Background: an optimization exercise with open tools, aiming at small area, a short achievable clock period and few clock cycles. Do not read the settings as production practice.
Only simulation tests tie the RTL to the original design; equivalence was not proved.
No activity file was given, so power comes from the tool's default toggle rates.

==> flow/design.v <==
module algo_3_final (
    input  wire        clk,
    input  wire        reset,       
    input  wire        trigger,     
    input  wire        pix_valid,
    input  wire [7:0]  pix_data,
    output wire        pix_ready,
    input  wire [10:0] data_ram_i,
    output wire [10:0] data_ram_o,
    output wire [10:0] addr_ram,
    output wire        we,
    input  wire [13:0] data_ram_energia_i,
    output wire [13:0] data_ram_energia_o,
    output wire [10:0] addr_ram_energia,
    input  wire [5:0]  data_ram_cantidad_i,
    output wire [5:0]  data_ram_cantidad_o,
    output wire [10:0] addr_ram_cantidad,
    output wire        fin_signal
);
  localparam integer PIXELS  = 7081;
  localparam integer RING    = 99;     
  localparam integer DLY     = 92;     
  localparam [6:0]   SCRATCH = 7'd127;
  reg  restart;
  always @(posedge clk) restart <= !reset || trigger;
  reg        fin, rdy, we_r;
  reg [12:0] rem;         
  reg        open;        
  reg [7:0]  vb;          
  reg        vb_valid;
  reg [1:0]  st;          
  reg        fwr;         
  reg        clr;         
  reg [6:0]  a_f;
  reg [10:0] a_e;
  reg [13:0] d_e;
  reg [5:0]  d_c;
  reg [10:0] label_r;     
  reg [10:0] lab2;        
  reg        lab1z, lab2z;
  reg [10:0] R1;          
  reg        R1z;
  reg [10:0] PP;          
  reg        PPz;
  reg [10:0] M3;          
  reg        M3z;
  reg [10:0] q0, q1, q2;  
  reg        q0z, q1z, q2z;
  reg [1:0]  qn;          
  reg        cap, cap_ok, ok1;
  reg [6:0]  wptr;
  reg        filled;
  reg [6:0]  col;         
  reg        mL;          
  reg        mURn;        
  reg [6:0]  ring;        
  reg        i1;          
  reg [10:0] nxt;         
  reg        wrapped;
  reg [11:0] cf;          
  assign pix_ready           = rdy && !restart;
  assign we                  = we_r;
  assign fin_signal          = fin && !restart;
  assign data_ram_o          = label_r;
  assign addr_ram            = {4'd0, a_f};
  assign addr_ram_energia    = a_e;
  assign addr_ram_cantidad   = a_e;
  assign data_ram_energia_o  = d_e;
  assign data_ram_cantidad_o = d_c;
  wire accept = pix_valid && rdy;    
  wire can    = (st == 2'd0) || (st == 2'd3);
  wire proc   = vb_valid && can;
  wire        vnz   = |vb;
  wire [10:0] lft   = i1 ? lab2 : label_r;
  wire        gt1   = label_r > M3;
  wire        gt2   = lab2 > M3;
  wire        gt    = !mL && (i1 ? gt2 : gt1);
  wire        lftz  = mL | (i1 ? lab2z : lab1z);
  wire        allz  = lftz & M3z;
  wire        selmx = vnz & !allz;
  wire        selnx = vnz & allz;
  wire [10:0] lab   = (selmx & gt) ? lft :
                      selmx ? M3 : (selnx ? nxt : 11'd0);
  wire        labz  = !vnz | (allz & (nxt == 11'd0));
  wire        op_new = vnz & allz & !wrapped;
  wire        op_rmw = vnz & !labz & !op_new;
  wire        p_new  = proc & op_new;
  wire        p_rmw  = proc & op_rmw;
  wire        alloc  = proc & vnz & allz;
  wire [10:0] sm  = mURn ? 11'd0 : q0;
  wire        smz = mURn | q0z;
  wire [10:0] m3n = (PP < sm) ? sm : PP;
  wire        m3z = PPz & smz;
  wire [10:0] r1m = mURn ? 11'd0 : R1;
  wire        r1mz = mURn | R1z;
  wire [10:0] ppn = (r1m < q0) ? q0 : r1m;
  wire        ppz = r1mz & q0z;
  wire [10:0] din  = cap_ok ? data_ram_i : 11'd0;
  wire        dinz = (din == 11'd0);
  wire        eqr   = (cf == {1'b0, nxt});
  wire [11:0] cf_n  = cf + {11'd0, clr | (alloc & eqr)};
  wire [1:0]  st_n  = p_rmw ? 2'd1 : (st == 2'd1) ? 2'd2 : (st == 2'd2) ? 2'd3 : 2'd0;
  wire        fin_n = fin | (!open && !vb_valid && can && cf_n[11]);
  wire        we_n  = !fin_n && (st_n != 2'd1);
  wire        lab_n = p_new | p_rmw;              
  wire        lbr_n = (st == 2'd2);               
  wire        fwr_n = (proc & !op_rmw) | (st == 2'd1);
  wire        vbv_n = accept | (vb_valid & !proc);
  wire        open_n = open & !(accept & (rem == 13'd1));
  wire        clr_n = we_n & !lab_n & !lbr_n & (st_n != 2'd2) & !cf_n[11];
  always @(posedge clk) begin
    if (restart) begin
      fin <= 1'b0; rdy <= 1'b1; we_r <= 1'b1;
      rem <= PIXELS[12:0]; open <= 1'b1;
      vb <= 8'd0; vb_valid <= 1'b0;
      st <= 2'd0; fwr <= 1'b0; clr <= 1'b1;
      a_f <= SCRATCH; a_e <= 11'd1; d_e <= 14'd0; d_c <= 6'd0;
      label_r <= 11'd0; lab2 <= 11'd0; lab1z <= 1'b1; lab2z <= 1'b1;
      R1 <= 11'd0; R1z <= 1'b1; PP <= 11'd0; PPz <= 1'b1; M3 <= 11'd0; M3z <= 1'b1;
      q0 <= 11'd0; q1 <= 11'd0; q2 <= 11'd0; q0z <= 1'b1; q1z <= 1'b1; q2z <= 1'b1;
      qn <= 2'd3; cap <= 1'b0; cap_ok <= 1'b0; ok1 <= 1'b0;
      wptr <= 7'd0; filled <= 1'b0;
      col <= 7'd1; mL <= 1'b1; mURn <= 1'b0;
      ring <= 7'd1; i1 <= 1'b1;
      nxt <= 11'd1; wrapped <= 1'b0; cf <= 12'd1;
    end else begin
      if (accept) begin
        vb  <= pix_data;
        rem <= rem - 13'd1;
      end
      vb_valid <= vbv_n;
      open     <= open_n;
      rdy      <= !fin_n && open_n && (!vbv_n || st_n == 2'd0 || st_n == 2'd3);
      fin      <= fin_n;
      we_r     <= we_n;
      st       <= st_n;
      cf       <= cf_n;
      clr      <= clr_n;
      fwr <= fwr_n;
      ok1 <= filled;
      a_f <= fwr_n ? wptr : SCRATCH;
      if (fwr_n) begin
        if (wptr == DLY - 1) begin wptr <= 7'd0; filled <= 1'b1; end
        else wptr <= wptr + 7'd1;
      end
      a_e <= lab_n ? lab : (lbr_n ? label_r : cf_n[10:0]);
      if (lab_n) begin
        d_e <= {6'd0, vb};
        d_c <= 6'd1;
      end else if (st == 2'd2) begin
        d_e <= data_ram_energia_i + d_e;
        d_c <= data_ram_cantidad_i + 6'd1;
      end else if (st != 2'd1) begin
        d_e <= 14'd0;
        d_c <= 6'd0;
      end
      cap    <= fwr;
      cap_ok <= ok1;
      qn <= qn + {1'b0, cap} - {1'b0, proc};
      if (proc) begin
        q0 <= q1; q0z <= q1z;
        q1 <= q2; q1z <= q2z;
      end
      if (cap) begin
        if (qn == {1'b0, proc}) begin q0 <= din; q0z <= dinz; end
        if (qn == 2'd1 + {1'b0, proc}) begin q1 <= din; q1z <= dinz; end
        if (qn == 2'd2 + {1'b0, proc}) begin q2 <= din; q2z <= dinz; end
      end
      if (proc) begin
        label_r <= lab; lab1z <= labz;
        lab2 <= label_r; lab2z <= lab1z;
        R1 <= q0; R1z <= q0z;
        PP <= ppn; PPz <= ppz;
        M3 <= m3n; M3z <= m3z;
        col  <= (col == 7'd97) ? 7'd1 : col + 7'd1;
        mL   <= (col == 7'd97);
        mURn <= (col == 7'd95);
        ring <= (ring == RING) ? 7'd1 : ring + 7'd1;
        i1   <= (ring == RING);
        if (alloc) begin
          nxt <= nxt + 11'd1;
          if (nxt == 11'd2047) wrapped <= 1'b1;
        end
      end
    end
  end
endmodule
clock: 5.5 ns
lec_check: 0
cap_margin: 20
core_margin: 2
core_utilization: 65
setup_slack_margin: 3.0
slew_margin: 20
run.sh (not shown) runs the stock make flow with config.mk's settings and CLKGATE_MAP_FILE= SYNTH_SCRIPT=/design/flow/synth_recipe.tcl, a recipe that flattens the netlist after the stock synthesis.
Testbench counts at the start, summed over its fixed seeds: cycles 173,018.
Rerun with:
- CORE_UTILIZATION: 65 -> 40
- SETUP_SLACK_MARGIN: 3.0 -> 3.4
After rerunning: Routed wire length came out higher by 4.4%; clock-buffer cell count came out higher by 5; design area came out higher by 13%; power came out higher by 2.9%.
Rerun with:
- SETUP_SLACK_MARGIN: 3.4 -> 3.0
Total power went down by 3.1%.
Flip-flop and latch count is unchanged.
Setup slack loses 81 ps.
Synthesized cell count stays the same.
Final area went down by 11%.
Die area does not change.
Global-route usage went down by 1.7 points.
Count of clock-buffer cells in the layout went down by 4.

==> re-timing with driven ports <==
The flow's constraints put no driver on any port. The routed layouts listed below were extracted and timed again, unchanged, in two steps.
Step 1: set_driving_cell puts a clkbuf_16 on clk and a buf_2 on each other input, an assumption about the parent block.
Step 2 adds t to the input delays and takes it off the output delays; t is the mean of the earliest and latest rising clock arrival at the registers after step 1. Input paths then give back, and output paths get back, about the clock's delay inside the block.
Three values: no drivers, after step 1, after step 2; two values: the first two.
run | t, ns | setup slack, ns | hold WS [ns] | worst setup path at the end | worst register clock-pin slew, ns
the first run | 0.564 | 2.863 / 2.863 / 2.504 | 0.436 / 0.436 / 0.436 | input to register | 0.06 / 0.06
the second run | 0.575 | 3.071 / 3.071 / 2.518 | 0.440 / 0.440 / 0.440 | input to register | 0.06 / 0.06
the third run | 0.559 | 2.989 / 2.991 / 2.432 | 0.433 / 0.433 / 0.433 | input to register | 0.06 / 0.06
After both steps every run listed still meets setup and hold. The setup slack of the third run, which loses most, moves by +0.002 ns with the drivers and by -0.557 ns with both steps.
